What follows belongs to an exercise in optimizing a design on an open flow for small area, a short achievable clock period and few clock cycles per item; a production flow would make more cautious choices.
Function was checked by simulation only, so behaviour that the tests miss may differ from the original.
Power figures rest on the tool's default switching activity, not on a simulated workload.

==> flow/design.v, too long to show whole: its modules and the start of the top module <==
// module part4_mac: 1253 lines
module part4_mac(clk, reset, a, b, f, valid_in, valid_out);
  // ...
==> flow/flow/run.sh <==
#!/bin/bash
# The standard layout, with one extra step between synthesis and
# floorplan: flow/bubble.py removes the inverters that Yosys's full-adder
# extraction leaves around full adders (a full adder is self-dual, so it can
# work on complemented inputs and give complemented outputs instead).
# Registers and the logic function are unchanged.
set -uo pipefail
R=$PWD/orfs/results/sky130hd/part4_mac/base
bash standard.sh synth > synth.log 2>&1 || exit 1
cp "$R/1_2_yosys.v" 1_2_yosys_standard.v
python3 flow/bubble.py 1_2_yosys_standard.v "$R/1_2_yosys.v" > bubble.log 2>&1 || exit 1
touch "$R/1_2_yosys.v"
bash standard.sh finish > standard.log 2>&1
==> flow/flow/bubble.py <==
#!/usr/bin/env python3
"""Remove inverters around full-adder cells in a flat Yosys netlist.

A full adder is self-dual: FA(~a, ~b, ~c) = (~sum, ~cout). Yosys's full-adder
extraction often builds adders whose inputs and outputs all go through
inverters. This pass removes every inverter that does not drive a port,
chooses for each full adder whether it works on true or complemented
signals so that as few signals as possible are needed in both polarities,
and puts back one inverter per signal that is still needed inverted.
The logic function of every register input and output port is unchanged.

usage: bubble.py netlist.v [out.v]
"""
import re
import sys
from collections import defaultdict

OUT_PINS = {'X', 'Y', 'Q', 'Q_N', 'SUM', 'COUT', 'HI', 'LO'}
src = open(sys.argv[1]).read()
dst = sys.argv[2] if len(sys.argv) > 2 else sys.argv[1]

m = re.search(r'^\s*module\s+(\S+)\s*\((.*?)\);', src, re.S | re.M)
top = m.group(1)
# port bit names
ports = set()
for d, rng, names in re.findall(r'^\s*(input|output|inout)\s*(\[\d+:\d+\])?\s*([^;]+);', src, re.M):
    for n in names.split(','):
        n = n.strip()
        if rng:
            hi, lo = map(int, rng[1:-1].split(':'))
            for i in range(min(hi, lo), max(hi, lo) + 1):
                ports.add(f'{n}[{i}]')
        else:
            ports.add(n)

inst_re = re.compile(r'^\s*(sky130_fd_sc_hd__\w+)\s+(\S+)\s*\((.*?)\);\s*$', re.S | re.M)
pin_re = re.compile(r'\.(\w+)\((.*?)\)\s*(?:,|$)', re.S)


raw = {}


def norm(net):
    r = net.strip()
    net = r
    if net.startswith('\\'):
        net = net[1:].strip()
    raw.setdefault(net, r + (' ' if r.startswith('\\') else ''))
    return net


def vname(net):
    """net name as written in Verilog"""
    if net in raw:
        return raw[net]
    if re.fullmatch(r'[A-Za-z_][A-Za-z0-9_$]*(\[\d+\])?', net):
        return net
    if re.fullmatch(r'.*\[\d+\]', net):
        b, i = re.fullmatch(r'(.*)(\[\d+\])', net).groups()
        if re.fullmatch(r'[A-Za-z_][A-Za-z0-9_$]*', b):
            return net
        return '\\' + b + ' ' + i
    return '\\' + net + ' '


insts = []
for mm in inst_re.finditer(src):
    typ, name, body = mm.groups()
    pins = [(p, norm(n)) for p, n in pin_re.findall(body)]
    insts.append({'type': typ, 'name': name, 'pins': pins, 'span': mm.span()})

driver = {}
for k, it in enumerate(insts):
    for p, n in it['pins']:
        if p in OUT_PINS:
            driver[n] = (k, p)


def is_inv(it):
    return re.match(r'sky130_fd_sc_hd__(clk)?inv_\d+$', it['type']) is not None


def is_fa(it):
    return re.match(r'sky130_fd_sc_hd__fa_\d+$', it['type']) is not None


def pin(it, p):
    for q, n in it['pins']:
        if q == p:
            return n
    return None


removable = set()
for k, it in enumerate(insts):
    if is_inv(it) and pin(it, 'Y') not in ports and pin(it, 'A') is not None:
        removable.add(k)

memo = {}


def base(net):
    """(base net, polarity) of a net, looking through removable inverters"""
    if net in memo:
        return memo[net]
    d = driver.get(net)
    if d is not None and d[0] in removable:
        b, p = base(pin(insts[d[0]], 'A'))
        r = (b, p ^ 1)
    else:
        r = (net, 0)
    memo[net] = r
    return r


fas = [k for k, it in enumerate(insts) if is_fa(it)]
flippable = set()
for k in fas:
    outs = [pin(insts[k], 'SUM'), pin(insts[k], 'COUT')]
    if not any(o in ports for o in outs if o):
        flippable.add(k)

flip = defaultdict(int)
phys = defaultdict(int)
cnt = defaultdict(lambda: [0, 0])
demands = []          # (inst, pin, base, pol)
by_inst = defaultdict(list)
for k, it in enumerate(insts):
    if k in removable:
        continue
    for p, n in it['pins']:
        if p in OUT_PINS or n == '' or "'" in n:
            continue
        b, pol = base(n)
        demands.append([k, p, b, pol])
        by_inst[k].append(len(demands) - 1)
        cnt[b][pol] += 1


def needs(b):
    return 1 if cnt[b][phys[b] ^ 1] > 0 else 0


before = sum(needs(b) for b in list(cnt))
changed = True
passes = 0
while changed and passes < 50:
    changed = False
    passes += 1
    for k in fas:
        if k not in flippable:
            continue
        it = insts[k]
        outs = [o for o in (pin(it, 'SUM'), pin(it, 'COUT')) if o]
        aff = set(demands[i][2] for i in by_inst[k]) | set(outs)
        old = sum(needs(b) for b in aff)
        for i in by_inst[k]:
            d = demands[i]
            cnt[d[2]][d[3]] -= 1
            d[3] ^= 1
            cnt[d[2]][d[3]] += 1
        for o in outs:
            phys[o] ^= 1
        new = sum(needs(b) for b in aff)
        if new < old:
            flip[k] ^= 1
            changed = True
        else:   # undo
            for i in by_inst[k]:
                d = demands[i]
                cnt[d[2]][d[3]] -= 1
                d[3] ^= 1
                cnt[d[2]][d[3]] += 1
            for o in outs:
                phys[o] ^= 1
after = sum(needs(b) for b in list(cnt))

# rebuild
invnet = {}
newinst = []
newwires = []
conn = {}
for k, p, b, pol in demands:
    if pol == phys[b]:
        conn[(k, p)] = b
    else:
        if b not in invnet:
            j = len(invnet)
            invnet[b] = f'bbl_n{j}'
            newwires.append(f'bbl_n{j}')
            newinst.append(f'  sky130_fd_sc_hd__inv_1 bbl_i{j} (\n    .A({vname(b)}),\n    .Y(bbl_n{j})\n  );\n')
        conn[(k, p)] = invnet[b]

out = []
pos = 0
for k, it in enumerate(insts):
    s, e = it['span']
    out.append(src[pos:s])
    pos = e
    if k in removable:
        continue
    lines = [f'  {it["type"]} {it["name"]} (']
    pl = []
    for p, n in it['pins']:
        n2 = conn.get((k, p), n)
        pl.append(f'    .{p}({vname(n2) if n2 else ""})')
    lines.append(',\n'.join(pl))
    lines.append('  );')
    out.append('\n'.join(lines))
rest = src[pos:]
i = rest.rfind('endmodule')
out.append(rest[:i] + ''.join(newinst) + rest[i:])
text = ''.join(out)
# declare the new wires after the module header
hdr_end = m.end()
decl = ''.join(f'  wire {w};\n' for w in newwires)
text = text[:hdr_end] + '\n' + decl + text[hdr_end:]
open(dst, 'w').write(text)
print(f'bubble: {len(removable)} inverters removed, {len(invnet)} added '
      f'({before} -> {after} by count), {sum(flip.values())} of {len(fas)} full adders flipped',
      file=sys.stderr)
==> flow/standard.sh <==
#!/bin/bash
# synth_recipe.tcl (not shown) runs the flow's synth.tcl, then flattens the netlist and writes it again
# the make line also repeats each setting of config.mk as NAME=value (left out here)
make -C /OpenROAD-flow-scripts/flow DESIGN_CONFIG=/design/flow/config.mk WORK_HOME=/design/flow/orfs CLKGATE_MAP_FILE= SYNTH_SCRIPT=/design/flow/synth_recipe.tcl "${@:-finish}"
==> flow/config.mk <==
export PLATFORM = sky130hd
export DESIGN_NAME = part4_mac
export DESIGN_NICKNAME = part4_mac
export VERILOG_FILES = /design/flow/design.v
export SDC_FILE = /design/flow/constraint.sdc
export NUM_CORES = 4
export LEC_CHECK = 0
export CAP_MARGIN = 20
export CORE_MARGIN = 2
export CORE_UTILIZATION = 65
export CTS_BUF_LIST = sky130_fd_sc_hd__clkbuf_4 sky130_fd_sc_hd__clkbuf_8
export PLACE_DENSITY = 0.75
export SETUP_SLACK_MARGIN = 3.3
export SLEW_MARGIN = 20
export TNS_END_PERCENT = 10
==> flow/constraint.sdc <==
create_clock -name core_clock -period 6.0 [get_ports {clk}]
set_input_delay 1.2000 -clock core_clock [delete_from_list [all_inputs] [get_ports {clk}]]
set_output_delay 1.2000 -clock core_clock [all_outputs]
set_load 0.01 [all_outputs]
==> run notes, run 1 <==
status no timing/DRC/antenna violations; post-DR wirelength/cell 20.7 µm; first-pass GRT wire length 31500 µm; sw frac approximately 41%; tap cell instance count 147; via count between 5k and 6k; antenna violations before repair 0; TritonCTS clock tree done; GRT Max-Usage Layer met2; largest class multi-input gates; Leakage approximately 4.1 nW; multi-input gates a little over 500; HPWL Detailed 13200 µm; synth warn 1; M3 GR Usage under 10%; TritonCTS Buffers 17; Total Power between 5 and 6 mW; fraction of area in multi-input gates roughly 55%; fin area 9820 µm²; CP Buf/Inv Count 2; Power Density just over 500 nW/µm²; fraction of layout cells with a size suffix above 1 20.3%; placed inst area between 8000 and 9000 µm²; Fin. Hold Viols 0; clock buffer count 18; met3 WL about 1500 µm; DR pass1 iterations 5; Largest register FFs 28; Seq group 1.34 mW; Starting DRT DRC Count about 670; Layout Nets 980; Multi-input gate area 5430 µm²; number of setup buffers added after CTS 22; CP Capture Point raw[27]; total wire length 20300 µm; Max VDD drop roughly 0.25 mV; clock-pin slew on the worst setup and hold paths ~0.080 ns; Clock Network Area Fraction approximately 3.9%; final setup violation count 0; Post-CTS Resized 56; Setup CP Type flop to flop; GR Util met1 a little over two fifths; Rows 40; met2 routed WL ~9400 µm
Testbench counts, summed over its fixed seeds: cycles 4,824, items 4,800.
==> inputs of run 2 (changes only) <==
--- a/flow/config.mk
+++ b/flow/config.mk
@@ -12,3 +12,3 @@
 export PLACE_DENSITY = 0.75
-export SETUP_SLACK_MARGIN = 3.3
+export SETUP_SLACK_MARGIN = 2.9
 export SLEW_MARGIN = 20
==> run 2 against run 1 <==
  * Still clean
  * Core utilization shrank 3.7 points
  * Register-to-register slack hardly changed
  * Global-route usage down 1.4 points
  * Worst setup slack improved by 0.0018 ns
  * Sequential share of layout area rose by 0.75 points
  * Synthesized cell count unchanged
  * Sequential cell count is the same
  * Clock skew down 0.0025 ns
  * Final area fell by 4.5%
  * Count of clock-buffer cells in the layout increased by 3
  * Critical path depth is 1 lower
==> run notes, run 2 <==
Synth Cell Area between 8000 and 9000 µm²; TritonCTS clock tree done; vias in the first global route 5848; CP max stage delay roughly 0.57 ns; Largest register FFs 28 (unchanged); Port Buffers 59; total congestion overflow 0; status no timing/DRC/antenna violations; WP data required ~6.3 ns; TritonCTS Buffers 17 (unchanged); Post-Syn Nets between 800 and 900; Starting DRT DRC Count 565 (-15%); Leakage 3.85 nW (-5.9%); CP Buf/Inv Count 1 (-1); Critical Path Start ovp; Filler cells 810; Top Registers raw (28), a_r (14); post-layout util about four fifths; Top delay family on crit path compound AO/OA/AOI/OAI gates; first-pass GRT wire length 30200 µm (-3.8%); Die X 115 µm; Power Density 522 nW/µm² (+0.44%); post-route minimum period between 3 and 4 ns; Min-Delay Endpoint sgn[1]; final worst-path cycle share between 50% and 60%; synth warn 1 (unchanged); WHS Path Cells 0; largest net degree at the start of global routing 17; CTS max path bufs 2; Layout Nets 935 (-4.6%); CTS root buf clkbuf_8; syn avg cell area between 10 and 15 µm²; final setup violation count 0 (unchanged); post-DR wirelength/cell 20.1 µm (-3.1%); setup slack, reg-to-reg 2.76 ns; met2 routed WL 8600 µm (-8.8%); highest clock rate approximately 0.31 GHz; total track usage about 30%; total wire length 18700 µm (-7.6%); full die area approximately 13000 µm²; most frequent cells in the layout 98 x dfxtp_1, 91 x a22oi_1, 88 x fa_1; Slew Limit Headroom a little under two fifths; Total Power 4.89 mW (-4.1%); Max VDD drop 0.247 mV (+0.24%); vias per std cell slightly above 6; Setup CP Type flop to flop; WP data arrival between 3 and 4 ns; R2R depth 11; remaining antenna violation count 0; Setup crit start kind flop; Syn Inst Count roughly 730; final setup TNS 0 ns; hold path start sgn[0]; DR pass1 iterations 6 (+1); clock-pin slew on the worst setup and hold paths 0.07 ns (about the same); I/O pins 60; Starting Density ~67%; via count 5637 (-4.1%); highest routed metal layer met4; HPWL Detailed 13000 µm (-1.3%); WL met1 8330 µm; clk latency of the worst-skew pair around 0.45 ns; met3 WL 1490 µm (-2.9%); H-tree levels 4; RSZ-0062 raised after global routing yes; worst-path cell chain buf_4 > a21o_1 > fa_2 > ha_4 > a211o_1 > a21oi_4 > o2bb2ai_4 > and3b_4 > o2111a_2 > o21a_4 > o31a_1; fin area 9370 µm² (-4.5%); fraction of layout cells with a size suffix above 1 13.2% (-7.1 points); max-cap viol count 0; antenna cells 0; Fin. Hold Viols 0 (unchanged); crit-path max FO 8; most common cell after layout, fill and taps aside dfxtp_1; clock sink count between 100 and 150; clock skew roughly 0.0088 ns; Crit-path slowest cell fa_2; routability cong. 0.902; reg2reg end keep; Largest Register raw; drc violations 0; max-slew violations 0; Slew @ Worst Pin approximately 0.94 ns; worst min path class flop to flop; area grow syn2layout 16.9%; Worst Setup End Kind flop; antenna violations before repair 0 (unchanged); core area around 12000 µm²; Rows 40 (unchanged); RR Startpoint ovp; die height ~120 µm; placed inst area 8630 µm² (unchanged)
run 2: area by class of cell:
| class | count | area, µm² | share of cell area, % |
|---|---|---|---|
| Clock buffer | 21 | 277 | 2.95 |
| Clock inverter | 10 | 139 | 1.48 |
| Inverter | 37 | 139 | 1.48 |
| Multi-Input combinational cell | 517 | 5330 | 56.8 |
| Sequential cell | 126 | 2580 | 27.5 |
| Tap cell | 147 | 184 | 1.96 |
| Timing Repair Buffer | 74 | 727 | 7.76 |
run 2: metrics by stage:
stage,setup slack [ns],hold slack [ns],std cells
after floorplan,2.88,0.310,731
after global placement,2.36,0.310,886
after detailed placement,2.15,0.312,886
after CTS,2.81,0.334,930
after global routing,2.70,0.333,932
final,2.76,0.331,932
run 2: metal layers:
metal	up-vias	global-route usage, %
met5	-	0
met4	0	8.76
met3	26	7.17
met2	287	46.5
met1	2764	42.7
li1	2560	-
run 2: worst max path at each step:
stage | to | slack (ns) | depth (start not counted)
after floorplan | r1_c13_1 | 2.88 | 8
after global placement | raw[22] | 2.36 | 10
after detailed placement | keep | 2.15 | 10
after CTS | r1_c15_1 | 2.81 | 7
after global routing | keep | 2.70 | 11
final | keep | 2.76 | 11
run 2: power by group:
part	switching [mW]	leakage [nW]	internal [mW]	total, mW
Clock	0.331	0.201	0.438	0.769
Sequential	0.202	1.07	1.15	1.35
Combinational	1.43	2.58	1.35	2.78
Total	1.96	3.85	2.93	4.89
run 2: timing repair:
item                       CTS  global route
pin swaps                    6             6
gates resized for setup     40            17
setup endpoints to repair   66            22
buffers inserted            13             2
hold buffers                 0             0
==> inputs of run 3 (changes only) <==
==> flow/flow/run.sh (replaced) <==
#!/bin/bash
# The standard layout, with two changes:
#  - one extra step between synthesis and floorplan: flow/bubble.py removes
#    the inverters that Yosys's full-adder extraction leaves around full
#    adders (a full adder is self-dual, so it can work on complemented inputs
#    and give complemented outputs instead). Registers and the logic
#    function are unchanged.
#  - the I/O ports are buffered with buf_2 cells instead of the default
#    delay-buffer cells.
set -uo pipefail
R=$PWD/orfs/results/sky130hd/part4_mac/base
P='BUFFER_PORTS_ARGS=-buffer_cell sky130_fd_sc_hd__buf_2'
bash standard.sh "$P" synth > synth.log 2>&1 || exit 1
cp "$R/1_2_yosys.v" 1_2_yosys_standard.v
python3 flow/bubble.py 1_2_yosys_standard.v "$R/1_2_yosys.v" > bubble.log 2>&1 || exit 1
touch "$R/1_2_yosys.v"
bash standard.sh "$P" finish > standard.log 2>&1
--- a/flow/config.mk
+++ b/flow/config.mk
@@ -11,4 +11,5 @@
 export CTS_BUF_LIST = sky130_fd_sc_hd__clkbuf_4 sky130_fd_sc_hd__clkbuf_8
+export GPL_ROUTABILITY_DRIVEN = 0
 export PLACE_DENSITY = 0.75
-export SETUP_SLACK_MARGIN = 2.9
+export SETUP_SLACK_MARGIN = 3.1
 export SLEW_MARGIN = 20
==> run 3 against run 2 <==
  * Sequential cell count did not move
  * Non-clock buffer count rose by 9
  * Sequential power barely moved
  * Clock skew rose by 0.0034 ns
  * Critical path type unchanged
==> run notes, run 3 <==
crit-path max FO 8 (unchanged); Hold Buf Count CTS 0 (unchanged); vias in the first global route 5779 (-1.2%); R2R depth 11 (unchanged); H-tree levels 4 (unchanged); Layout Nets 944 (+0.96%); Fin. Hold Viols 0 (unchanged); max-slew violations 0 (unchanged); core area 12000 µm² (unchanged); power share of the combinational group 56.5% (-0.2 points); RSZ-0062 raised after global routing yes; worst-path cell chain buf_12 > a21o_1 > fa_2 > ha_4 > a211o_1 > a21oi_2 > o2bb2ai_4 > and3b_4 > o2111a_2 > o21a_1 > o31a_1; total congestion overflow 0 (unchanged); post-DR wirelength/cell 19.9 µm (-0.80%); CP max stage delay 0.58 ns (about the same); Starting Density 66.8% (unchanged); status no timing/DRC/antenna violations; Worst Setup End Kind flop; clk latency of the worst-skew pair 0.46 ns (about the same); TritonCTS Buffers 17 (unchanged); Crit-path slowest cell fa_2; Clk pwr share 16.9% (+1.2 points); clock-pin slew on the worst setup and hold paths 0.08 ns (about the same); dpl ws 2.18 ns (+0.0244 ns); clock sink count 126 (unchanged); WP depth 11 (unchanged); remaining antenna violation count 0 (unchanged); CTS max path bufs 2 (unchanged); GRT Max-Usage Layer met2; most common cell after layout, fill and taps aside dfxtp_1; WHS Path Cells 0 (unchanged); vias per std cell 6.04 (-0.13%); post-layout util 77.8% (-0.22 points); I/O pins 60 (unchanged); total track usage 30.1% (about the same); Port Buffers 59 (unchanged); Die X 115 µm (unchanged); via count 5690 (+0.94%); internal power 3.01 mW (+2.7%); antenna violations before repair 0 (unchanged); syn avg cell area 11.0 µm² (unchanged); max-cap viol count 0 (unchanged); Syn Inst Count 731 (unchanged); sw frac 40.5% (+0.43 points); GR Util met1 42.9% (+0.20 points); CP Buf/Inv Count 1 (unchanged); Slew Limit Headroom 36.7% (-0.28 points); total wire length 18800 µm (+0.27%); switching pwr 2.05 mW (+4.6%); M2 GR Usage 46.4% (-0.12 points); Power Density 542 nW/µm² (+3.7%); DR pass1 iterations 7 (+1); clock skew 0.0122 ns (+0.00335 ns); Leakage 3.98 nW (+3.5%); full die area 13200 µm² (unchanged); die height 115 µm (unchanged); TritonCTS clock tree done; Setup CP Type flop to flop; final setup margin 2.80 ns (+0.0370 ns); Rows 40 (unchanged); Largest register FFs 28 (unchanged); most frequent cells in the layout 98 x dfxtp_1, 89 x a22oi_1, 87 x fa_1; Top Registers raw (28), a_r (14); Max VDD drop 0.234 mV (-5.3%); first-pass GRT wire length 30100 µm (-0.52%); WP data arrival 3.54 ns (-0.04 ns); largest net degree at the start of global routing 17 (unchanged); drc violations 0 (unchanged); final setup TNS 0 ns (unchanged); antenna cells 0 (unchanged); M3 GR Usage 7.70% (+0.53 points); WP data required 6.34 ns (about the same); Setup crit start kind flop; CTS root buf clkbuf_8; Top delay family on crit path compound AO/OA/AOI/OAI gates; Starting DRT DRC Count 657 (+16%); Synth Cell Area 8020 µm² (unchanged); final worst-path cycle share 53.3% (-0.62 points); worst min path class flop to flop; WHS 0.360 ns (+0.0288 ns); final setup violation count 0 (unchanged); sequential share of power 26.5% (-1.0 points); synth warn 1 (unchanged); Largest Register raw; fraction of layout cells with a size suffix above 1 23.4% (+10 points); Slew @ Worst Pin 0.949 ns (+0.00418 ns); HPWL Detailed 12700 µm (-2.4%); post-route minimum period 3.20 ns (-0.0370 ns); Post-Syn Nets 893 (unchanged); highest clock rate 0.313 GHz (+1.2%); area grow syn2layout 16.6%
[run 3: final timing paths]
check | from | endpoint | slack, ns
setup reg to reg | ovp | keep | 2.80
hold / removal | sgn[0] | sgn[1] | 0.36
hold reg to reg | sgn[0] | sgn[1] | 0.36
setup / recovery | ovp | keep | 2.80
[run 3: timing repair]
item                                    in CTS  in global routing
resized for setup                           48                 41
buffers inserted                            19                  4
pin swaps                                   17                  8
endpoints found under the setup margin      71                 35
hold endpoints to repair                     0                  0
cloned                                       1                  0
[run 3: per-layer routing]
metal	vias to the layer above	part of all wire (%)
li1	2577	-
met1	2767	44
met2	308	47
met3	38	8.3
met4	0	1.5
met5	-	0
[run 3: layout make-up]
class,instances,area [µm²]
clock buffers,18,248
clock inverters,14,215
fillers,792,2670
inverters,37,139
multi-input cells,517,5380
flip-flops and latches,126,2620
well taps,147,184
repair buffers,83,563
[run 3: power by group through the flow]
| stage | logic (mW) | clock network [mW] | registers, mW |
|---|---|---|---|
| floorplan | 1.89 | 0 | 1.26 |
| global placement | 2.23 | 0 | 1.36 |
| detailed placement | 2.36 | 0 | 1.37 |
| CTS | 2.71 | 0.864 | 1.34 |
| global route | 3.18 | 0.901 | 1.37 |
| finish | 2.86 | 0.857 | 1.34 |
[run 3: metrics by stage]
stage                     std cells  power [mW]  instance area (µm²)
after floorplan                 731        3.15                 8110
after global placement          886        3.60                 8340
after detailed placement        886        3.73                 8340
after CTS                       938        4.92                 9190
after global routing            942        5.45                 9350
final                           942        5.06                 9350

==> port drivers added, routing unchanged <==
Ports are ideal in the flow. The routed layouts listed here were re-timed in OpenROAD. Step 1: set_driving_cell puts a clkbuf_16 on clk and a buf_2 on each other input, an assumption about the parent block. Step 2, shift: input delay + t, output delay - t, t = (earliest + latest rising clock arrival at the registers) / 2. This alone moves slack from input paths to output paths. Three values: ideal, step 1, step 2; two values: the first two.
run	shift t [ns]	setup slack, ns	worst register clock-pin slew, ns
run 1	0.488	2.762 / 2.762 / 2.762	0.08 / 0.08
run 2	0.482	2.764 / 2.764 / 2.764	0.07 / 0.07
run 3	0.488	2.801 / 2.801 / 2.801	0.08 / 0.08
After both steps setup and hold are still met in every run listed.
